Context: an optimization exercise on an open-source flow, tuned for small area, a short achievable clock period and few clock cycles. The choices shown serve that exercise and are no tape-out recipe.

==> run a: inputs <==
Design Milestone_1, start of the top module:
module Milestone_1 (
		input logic Clock_50,
		input logic Resetn,
		input logic M1_Start,
		input logic [15:0] SRAM_read_data,
		output logic M1_Finish,
		output logic [15:0] M1_write_data,
		output logic [17:0] M1_address,
		output logic M1_we_n
);
==> flow/config.mk <==
export PLATFORM = sky130hd
export DESIGN_NAME = Milestone_1
export DESIGN_NICKNAME = Milestone_1
export VERILOG_FILES = /design/flow/design.v
export SDC_FILE = /design/flow/constraint.sdc
export NUM_CORES = 4
export LEC_CHECK = 0
export CAP_MARGIN = 20
export CORE_MARGIN = 2
export CORE_UTILIZATION = 40
export PLACE_DENSITY = 0.6
export SLEW_MARGIN = 20
==> flow/constraint.sdc <==
create_clock -name core_clock -period 12.0 [get_ports {Clock_50}]
set_input_delay 2.4000 -clock core_clock [delete_from_list [all_inputs] [get_ports {Clock_50}]]
set_output_delay 2.4000 -clock core_clock [all_outputs]
set_load 0.01 [all_outputs]
standard.sh (not shown) runs the stock make flow with config.mk's settings and CLKGATE_MAP_FILE= SYNTH_SCRIPT=/design/flow/synth_recipe.tcl, a recipe that flattens the netlist after the stock synthesis.
==> flow/flow/run.sh <==
#!/bin/bash
# Standard layout, but with timing repair aiming for extra setup slack
# (the clock period and constraints stay the design's).
set -euo pipefail
MARGIN=${MARGIN:-8}
bash standard.sh SETUP_SLACK_MARGIN=$MARGIN finish > standard_flow.log 2>&1
==> inputs of run b, as changes to run a <==
--- a/flow/design.v
+++ b/flow/design.v
@@ -13,106 +13,120 @@
 localparam logic [17:0] U_BASE   = 18'd38400;
 localparam logic [17:0] V_BASE   = 18'd57600;
 localparam logic [17:0] RGB_BASE = 18'd146944;
 logic        running;
 logic [1:0]  fin_cnt;      
 logic        fin_wait;
 logic [2:0]  ph;           
-logic [7:0]  kk;           
+logic [7:0]  kk;
+logic        lin;          
+logic [3:0]  li;           
 logic [15:0] ypt;          
-logic [14:0] uvp;          
 logic [17:0] wpt;          
 logic ph0, ph1, ph2, ph3, ph4;
 assign ph0 = (ph == 3'd0);
 assign ph1 = (ph == 3'd1);
 assign ph2 = (ph == 3'd2);
 assign ph3 = (ph == 3'd3);
 assign ph4 = (ph == 3'd4);
-logic lead0, lead1, pair;    
-assign lead0 = (kk == 8'd0);
-assign lead1 = (kk == 8'd1);
-assign pair  = ~lead0 & ~lead1;
-logic last_slot;             
-assign last_slot = (kk == 8'd161);
-logic uv_rd_slot;
-assign uv_rd_slot = (kk <= 8'd155);
-logic y_rd_slot;
-assign y_rd_slot = (kk <= 8'd159);
+logic pair, wait_lead;
+assign pair      = (kk >= 8'd2);
+assign wait_lead = (kk == 8'd0);
+logic l0, l1, l3, l4, l5, l6, l7, l8, l9, l10;
+assign l0  = lin & (li == 4'd0);
+assign l1  = lin & (li == 4'd1);
+assign l3  = lin & (li == 4'd3);
+assign l4  = lin & (li == 4'd4);
+assign l5  = lin & (li == 4'd5);
+assign l6  = lin & (li == 4'd6);
+assign l7  = lin & (li == 4'd7);
+assign l8  = lin & (li == 4'd8);
+assign l9  = lin & (li == 4'd9);
+assign l10 = lin & (li == 4'd10);
 logic clamp;
 assign clamp = (kk >= 8'd158);
 logic is_write;
 assign is_write = running & pair & (ph0 | ph1 | ph2);
-logic rd_u, rd_v;    
-always_comb begin
-	rd_u = 1'b0;
-	rd_v = 1'b0;
-	if (lead0) begin
-		rd_u = ph0 | ph2;
-		rd_v = ph1 | ph3;
-	end else if (lead1) begin
-		rd_v = ph0;
-		rd_u = ph3;
-	end else if (ph3 & uv_rd_slot) begin
-		rd_v = ~kk[0];
-		rd_u = kk[0];
-	end
-end
-logic uv_inc;
-assign uv_inc = running & (lead0 ? rd_v : rd_u);
+logic uv_rd_slot;
+assign uv_rd_slot = ph3 & (kk != 8'd0) & (kk <= 8'd155);
+logic rd_u, rd_v, rd_y;
+assign rd_u = l0 | l5 | (uv_rd_slot & kk[0]);
+assign rd_v = l1 | l6 | ((kk == 8'd1) & ph2) | (uv_rd_slot & ~kk[0]);
+assign rd_y = l7 | (ph4 & (kk <= 8'd159));
+logic [1:0] uv_off;
+assign uv_off = (l0 | l1) ? 2'd0 : (l5 | l6) ? 2'd1 : 2'd2;
 logic [17:0] uv_addr;
-assign uv_addr = (rd_v ? V_BASE : U_BASE) + {3'd0, uvp};
+assign uv_addr = {3'd0, ypt[15:1]} + {2'd0, rd_v ? 8'd225 : 8'd150, 6'd0, uv_off};    
 logic row_end, frame_end;
-assign row_end   = last_slot & ph2;
+assign row_end   = (kk == 8'd161) & ph2;
 assign frame_end = row_end & (ypt == 16'd38400);
 always_ff @(posedge Clock_50 or negedge Resetn) begin
 	if (!Resetn) begin
 		running   <= 1'b0;
 		fin_wait  <= 1'b0;
 		fin_cnt   <= 2'd0;
 		M1_Finish <= 1'b0;
 		M1_we_n   <= 1'b1;
 		ph        <= 3'd0;
 		kk        <= 8'd0;
+		lin       <= 1'b0;
+		li        <= 4'd0;
 		ypt       <= 16'd0;
-		uvp       <= 15'd0;
 		wpt       <= RGB_BASE;
 	end else begin
 		M1_we_n <= ~is_write;
 		if (running) begin
 			if (frame_end) begin
 				running  <= 1'b0;
 				fin_wait <= 1'b1;
 			end
 			if (row_end) begin
 				ph <= 3'd0;
 				kk <= 8'd0;
+			end else if (wait_lead) begin
+				if (l9) begin
+					ph <= 3'd2;
+					kk <= 8'd1;
+				end
 			end else if (ph4) begin
 				ph <= 3'd0;
 				kk <= kk + 8'd1;
 			end else begin
 				ph <= ph + 3'd1;
 			end
-			if (ph4 & y_rd_slot) ypt <= ypt + 16'd1;
-			if (uv_inc) uvp <= uvp + 15'd1;
+			if (frame_end) begin
+				lin <= 1'b0;
+			end else if ((kk == 8'd160) & ph2) begin
+				lin <= 1'b1;
+				li  <= 4'd0;
+			end else if (lin) begin
+				li <= li + 4'd1;
+				if (li == 4'd10) lin <= 1'b0;
+			end
+			if (rd_y) ypt <= ypt + 16'd1;
 			if (is_write) wpt <= wpt + 18'd1;
 		end else if (fin_wait) begin
 			fin_cnt <= fin_cnt + 2'd1;
 			if (fin_cnt == 2'd1) begin
 				M1_Finish <= 1'b1;
 				fin_wait  <= 1'b0;
 			end
 		end else if (M1_Start & ~M1_Finish) begin
 			running <= 1'b1;
+			lin     <= 1'b1;
+			li      <= 4'd0;
 		end
 	end
 end
 logic [2:0] ph_n;
 always_comb begin
 	if (~running | row_end | ph4)
 		ph_n = 3'd0;
+	else if (wait_lead)
+		ph_n = l9 ? 3'd2 : 3'd0;
 	else
 		ph_n = ph + 3'd1;
 end
 logic sel_fv, sel_e, sel_f, sel_w0, sel_w1, en_su;
 always_ff @(posedge Clock_50) begin
 	sel_fv     <= (ph_n == 3'd3);
 	en_su      <= (ph_n == 3'd3);
@@ -127,54 +141,63 @@
 	else if (rd_u | rd_v)
 		M1_address <= uv_addr;
 	else
 		M1_address <= {2'd0, ypt};
 end
 logic [7:0]  wu0, wu1, wu2, wu3, wu4, wu5;    
 logic [7:0]  wv0, wv1, wv2, wv3, wv4, wv5;    
-logic [15:0] pend;                             
+logic [7:0]  pend_h, pend_l;                   
 logic [15:0] y_reg;
 logic [8:0]  su;                               
 logic        nu;                               
 logic [7:0]  b0_reg;
 wire [7:0] dh = SRAM_read_data[15:8];
 wire [7:0] dl = SRAM_read_data[7:0];
+logic shift_reg;    
+assign shift_reg = pair & ph1;
+logic sh_u, sh_v;
+assign sh_u = shift_reg | l3 | l4 | l5 | l6 | l8 | l9;
+assign sh_v = shift_reg | l4 | l5 | l6 | l7 | l9 | l10;
 logic [7:0] u_in, v_in;
 always_comb begin
-	if (clamp) begin
+	if (l3 | l8)
+		u_in = dh;
+	else if (l6 | l9)
+		u_in = pend_h;
+	else if (clamp | l4 | l5)
 		u_in = wu5;
-		v_in = wv5;
-	end else if (~kk[0]) begin    
+	else if (~kk[0])
 		u_in = dh;
-		v_in = pend[15:8];
-	end else begin
-		u_in = pend[15:8];
-		v_in = pend[7:0];
-	end
+	else
+		u_in = pend_h;
+	if (l4 | l9)
+		v_in = dh;
+	else if (l7 | l10)
+		v_in = pend_l;
+	else if (clamp | l5 | l6)
+		v_in = wv5;
+	else if (~kk[0])
+		v_in = pend_h;
+	else
+		v_in = pend_l;
 end
+logic ld_pend_h, ld_pend_l, pend_h_dl;
+assign pend_h_dl = l3 | l8 | (shift_reg & ~kk[0]);
+assign ld_pend_h = pend_h_dl | (shift_reg & kk[0]) | ((kk == 8'd2) & ph0);
+assign ld_pend_l = l4 | l9 | (shift_reg & kk[0]) | ((kk == 8'd2) & ph0);
 always_ff @(posedge Clock_50) begin
-	if (ph2) y_reg <= SRAM_read_data;
-	if (lead0 & ph3) begin
-		wu0 <= dh; wu1 <= dh; wu2 <= dh; wu3 <= dl;
-	end else if (lead1 & ph0) begin
-		wu4 <= dh; wu5 <= dl;
-	end else if (pair & ph1) begin
+	if (ph2 & ~wait_lead) y_reg <= SRAM_read_data;
+	if (sh_u) begin
 		wu0 <= wu1; wu1 <= wu2; wu2 <= wu3; wu3 <= wu4; wu4 <= wu5; wu5 <= u_in;
 	end
-	if (lead0 & ph4) begin
-		wv0 <= dh; wv1 <= dh; wv2 <= dh; wv3 <= dl;
-	end else if (lead1 & ph1) begin
-		wv4 <= dh; wv5 <= dl;
-	end else if (pair & ph1) begin
+	if (sh_v) begin
 		wv0 <= wv1; wv1 <= wv2; wv2 <= wv3; wv3 <= wv4; wv4 <= wv5; wv5 <= v_in;
 	end
-	if (lead1 & ph3)
-		pend <= SRAM_read_data;
-	else if (pair & ph1)
-		pend <= kk[0] ? SRAM_read_data : {dl, pend[7:0]};
+	if (ld_pend_h) pend_h <= pend_h_dl ? dl : dh;
+	if (ld_pend_l) pend_l <= dl;
 end
 logic [7:0] f0, f1, f2, f3, f4, f5;
 assign f0 = sel_fv ? wv0 : wu0;
 assign f1 = sel_fv ? wv1 : wu1;
 assign f2 = sel_fv ? wv2 : wu2;
 assign f3 = sel_fv ? wv3 : wu3;
 assign f4 = sel_fv ? wv4 : wu4;
@@ -618,15 +641,17 @@
 assign {rlo_w116, rlo_w115} = rlo_w80 + rlo_w81 + {~rlo_w48};
 assign {rlo_w118, rlo_w117} = rlo_w52 + rlo_w82 + rlo_w83;
 wire [20:0] rlo_ra = {1'b0, rlo_w84, rlo_w116, rlo_w114, rlo_w112, rlo_w110, rlo_w108, rlo_w106, rlo_w104, rlo_w102, rlo_w100, rlo_w98, rlo_w96, rlo_w94, rlo_w92, rlo_w90, rlo_w88, rlo_w86, {~lv[2]}, {~lv[1]}, lv[0]};
 wire [20:0] rlo_rb = {1'b0, rlo_w118, rlo_w117, rlo_w115, rlo_w113, rlo_w111, rlo_w109, rlo_w107, rlo_w105, rlo_w103, rlo_w101, rlo_w99, rlo_w97, rlo_w95, rlo_w93, rlo_w91, rlo_w89, rlo_w87, rlo_w85, {~lv[0]}, 1'b0};
 assign r_lsum = rlo_ra + rlo_rb;
 logic [2:0] r_cy;
 always_ff @(posedge Clock_50) r_cy <= r_lsum[20:18];
-wire [8:0] r_sum;
+logic [1:0] r_lb;
+always_ff @(posedge Clock_50) r_lb <= r_lsum[17:16];
+wire [8:0] r_hsum;
 wire rhi_w1;
 wire rhi_w2;
 wire rhi_w3;
 wire rhi_w4;
 wire rhi_w5;
 wire rhi_w6;
 wire rhi_w7;
@@ -693,15 +718,16 @@
 assign {rhi_w40, rhi_w39} = rhi_w15 + rhi_w26 + rhi_w27;
 assign {rhi_w42, rhi_w41} = rhi_w19 + rhi_w28 + rhi_w29;
 assign {rhi_w44, rhi_w43} = rhi_w30 + rhi_w31 + {~hv[7]};
 assign {rhi_w46, rhi_w45} = rhi_w32 + rhi_w33 + {~hv[8]};
 assign {rhi_w48, rhi_w47} = hv[7] + rhi_w34;
 wire [8:0] rhi_ra = {{~hv[8]}, {~hv[8]}, rhi_w46, rhi_w44, rhi_w42, rhi_w40, rhi_w38, rhi_w36, {~hv[3]}};
 wire [8:0] rhi_rb = {1'b0, rhi_w48, rhi_w47, rhi_w45, rhi_w43, rhi_w41, rhi_w39, rhi_w37, rhi_w35};
-assign r_sum = rhi_ra + rhi_rb;
+assign r_hsum = rhi_ra + rhi_rb;
+wire [10:0] r_sum = {r_hsum, r_lb};
 wire [21:0] g_lsum;
 wire glo_w1;
 wire glo_w2;
 wire glo_w3;
 wire glo_w4;
 wire glo_w5;
 wire glo_w6;
@@ -913,15 +939,17 @@
 assign {glo_w140, glo_w139} = glo_w106 + glo_w107 + {~glo_w30};
 assign {glo_w142, glo_w141} = glo_w76 + glo_w108;
 wire [21:0] glo_ra = {1'b0, glo_w142, glo_w140, glo_w138, glo_w136, glo_w134, glo_w132, glo_w130, glo_w128, glo_w126, glo_w124, glo_w122, glo_w120, glo_w118, glo_w116, glo_w114, glo_w112, glo_w110, {~ly[0]}, ly[0], {~lv[1]}, lv[0]};
 wire [21:0] glo_rb = {1'b0, 1'b0, glo_w141, glo_w139, glo_w137, glo_w135, glo_w133, glo_w131, glo_w129, glo_w127, glo_w125, glo_w123, glo_w121, glo_w119, glo_w117, glo_w115, glo_w113, glo_w111, glo_w109, {~lv[2]}, {~lv[0]}, 1'b0};
 assign g_lsum = glo_ra + glo_rb;
 logic [3:0] g_cy;
 always_ff @(posedge Clock_50) g_cy <= g_lsum[21:18];
-wire [8:0] g_sum;
+logic [1:0] g_lb;
+always_ff @(posedge Clock_50) g_lb <= g_lsum[17:16];
+wire [8:0] g_hsum;
 wire ghi_w1;
 wire ghi_w2;
 wire ghi_w3;
 wire ghi_w4;
 wire ghi_w5;
 wire ghi_w6;
 wire ghi_w7;
@@ -1030,15 +1058,16 @@
 assign {ghi_w68, ghi_w67} = ghi_w37 + ghi_w52 + ghi_w53;
 assign {ghi_w70, ghi_w69} = ghi_w54 + ghi_w55 + {~ghi_w41};
 assign {ghi_w72, ghi_w71} = ghi_w56 + ghi_w57 + {~ghi_w42};
 assign {ghi_w74, ghi_w73} = ghi_w46 + ghi_w58 + ghi_w59;
 assign {ghi_w76, ghi_w75} = ghi_w60 + {~hv[8]};
 wire [8:0] ghi_ra = {1'b1, ghi_w74, ghi_w72, ghi_w70, ghi_w68, ghi_w66, ghi_w64, ghi_w62, {~hv[2]}};
 wire [8:0] ghi_rb = {ghi_w76, ghi_w75, ghi_w73, ghi_w71, ghi_w69, ghi_w67, ghi_w65, ghi_w63, ghi_w61};
-assign g_sum = ghi_ra + ghi_rb;
+assign g_hsum = ghi_ra + ghi_rb;
+wire [10:0] g_sum = {g_hsum, g_lb};
 wire [20:0] b_lsum;
 wire blo_w1;
 wire blo_w2;
 wire blo_w3;
 wire blo_w4;
 wire blo_w5;
 wire blo_w6;
@@ -1196,15 +1225,17 @@
 assign {blo_w104, blo_w103} = blo_w41 + blo_w68 + blo_w69;
 assign {blo_w106, blo_w105} = blo_w42 + blo_w70 + blo_w71;
 wire [20:0] blo_ra = {1'b0, blo_w72, blo_w104, blo_w102, blo_w100, blo_w98, blo_w96, blo_w94, blo_w92, blo_w90, blo_w88, blo_w86, blo_w84, blo_w82, blo_w80, blo_w78, blo_w76, blo_w74, {~lu[0]}, {~lu[1]}, lu[0]};
 wire [20:0] blo_rb = {1'b0, blo_w106, blo_w105, blo_w103, blo_w101, blo_w99, blo_w97, blo_w95, blo_w93, blo_w91, blo_w89, blo_w87, blo_w85, blo_w83, blo_w81, blo_w79, blo_w77, blo_w75, blo_w73, {~lu[0]}, 1'b0};
 assign b_lsum = blo_ra + blo_rb;
 logic [2:0] b_cy;
 always_ff @(posedge Clock_50) b_cy <= b_lsum[20:18];
-wire [8:0] b_sum;
+logic [1:0] b_lb;
+always_ff @(posedge Clock_50) b_lb <= b_lsum[17:16];
+wire [8:0] b_hsum;
 wire bhi_w1;
 wire bhi_w2;
 wire bhi_w3;
 wire bhi_w4;
 wire bhi_w5;
 wire bhi_w6;
 wire bhi_w7;
@@ -1247,22 +1278,23 @@
 assign {bhi_w24, bhi_w23} = bhi_w5 + bhi_w10 + bhi_w11;
 assign {bhi_w26, bhi_w25} = bhi_w12 + bhi_w13 + {~hy[5]};
 assign {bhi_w28, bhi_w27} = bhi_w14 + bhi_w15 + {~hy[6]};
 assign {bhi_w30, bhi_w29} = bhi_w16 + bhi_w17 + {~hy[7]};
 assign {bhi_w32, bhi_w31} = hu[7] + hy[7] + bhi_w18;
 wire [8:0] bhi_ra = {{~hu[8]}, {~hu[8]}, bhi_w30, bhi_w28, bhi_w26, bhi_w24, bhi_w22, bhi_w20, bhi_w7};
 wire [8:0] bhi_rb = {1'b0, bhi_w32, bhi_w31, bhi_w29, bhi_w27, bhi_w25, bhi_w23, bhi_w21, bhi_w19};
-assign b_sum = bhi_ra + bhi_rb;
-function automatic [7:0] clip(input logic [8:0] s, input logic neg);
-	if (neg | s[8])
+assign b_hsum = bhi_ra + bhi_rb;
+wire [10:0] b_sum = {b_hsum, b_lb};
+function automatic [7:0] clip(input logic [10:0] s, input logic neg);
+	if (neg | s[10])
 		clip = 8'd0;
-	else if (|s[7:6])
+	else if (|s[9:8])
 		clip = 8'd255;
 	else
-		clip = s[5:-2];
+		clip = s[7:0];
 endfunction
 logic [7:0] r_px, g_px, b_px;
 assign r_px = clip(r_sum, pnv);
 assign g_px = clip(g_sum, pnu | pnv);
 assign b_px = clip(b_sum, pnu);
 always_ff @(posedge Clock_50) begin
 	b0_reg <= b_px;
==> inputs of run c, as changes to run a <==
==> flow/run.sh (new file) <==
#!/bin/bash
# synth_recipe.tcl (not shown) runs the flow's synth.tcl, then flattens the netlist and writes it again
# the make line also repeats each setting of config.mk as NAME=value (left out here)
make -C /OpenROAD-flow-scripts/flow DESIGN_CONFIG=/design/flow/config.mk WORK_HOME=/design/flow/orfs CLKGATE_MAP_FILE= SYNTH_SCRIPT=/design/flow/synth_recipe.tcl finish
- CORE_UTILIZATION: 40 -> 65
- PLACE_DENSITY: 0.6 -> 0.75
removed: flow/flow/run.sh
removed: flow/standard.sh
==> run notes <==
- Die area: run a > run b > run c.
- The lowest critical path depth belongs to run a, the highest to run c.
- Between run c and run b, the lower first-iteration DRC count is in run b (gap 11%, measured against run b).
- Non-clock buffer count: run c < run a < run b.
- In run c the core utilization is higher than in run b, by 24 points.
- Maximum frequency is about the same in run b and run a.
- Of run a and run b, run a has the higher via count (gap 0.22%, measured against run b).
==> figures <==
item                                                               run a      run b              run c
Skew final                                                     0.0140 ns  0.0342 ns          0.0219 ns
Flip-flop and latch area                                        8600 µm²   8550 µm²           8530 µm²
Worst reg-to-reg setup slack                                     7.53 ns    7.52 ns            6.80 ns
Post-synthesis mux area share                                      5.05%      4.46%              5.05%
Layout cells sized above 1                                         14.7%      19.7%              7.83%
Reg2Reg Capture Point                                              lv[4]      lv[6]  M1_write_data[14]
Average size of a mapped cell                                   10.7 µm²   10.9 µm²           10.7 µm²
Slew headroom                                                      33.1%      30.5%              24.6%
Final area over synthesized area                                  1.155x     1.190x             1.093x
Number of clock sinks                                                336        335                336
Slew at the pin with the worst max-slew slack                    1.00 ns    1.04 ns            1.13 ns
Floorplan core area                                            61500 µm²  61500 µm²          37700 µm²
Clock network latency to the later pin of the worst-skew pair    0.56 ns    0.57 ns            0.54 ns
Smallest hold slack                                             0.379 ns   0.326 ns           0.336 ns
Outcome                                         timing/DRC/antenna clean  timing/DRC/antenna clean  timing/DRC/antenna clean
Share of the final layout cell area in sequential cells            30.0%      29.0%              31.4%
Post-layout instance count excluding filler cells                   3262       3242               2924
No run of this note included a check of the RTL's function; only the layout flow was run.

## separate check: timing with driven ports
No port has a modelled driver above. Below, the same layouts with a new extraction and two added sets of constraints. Step 1 sets driving cells, clkbuf_16 on the clock port and buf_2 on the other inputs (assumed; they add their load-dependent delay and slew). Step 2 also shifts input and output timing later by t, the mid clock arrival at the registers, as if the neighbouring blocks saw the same clock. a / b / c = no drivers / after step 1 / after step 2; a / b = the first two.
| run | shift t [ns] | setup WS [ns] | worst setup path after step 2 | worst register clock-pin slew, ns | pins driven straight from the clock port |
|---|---|---|---|---|---|
| run a | 0.615 | 7.525 / 7.525 / 7.525 | register to register | 0.06 / 0.06 | 1 |
| run b | 0.616 | 7.524 / 7.524 / 7.524 | register to register | 0.07 / 0.07 | 1 |
| run c | 0.578 | 6.795 / 6.795 / 6.795 | register to register | 0.07 / 0.07 | 1 |
After both steps every run listed still meets setup and hold.
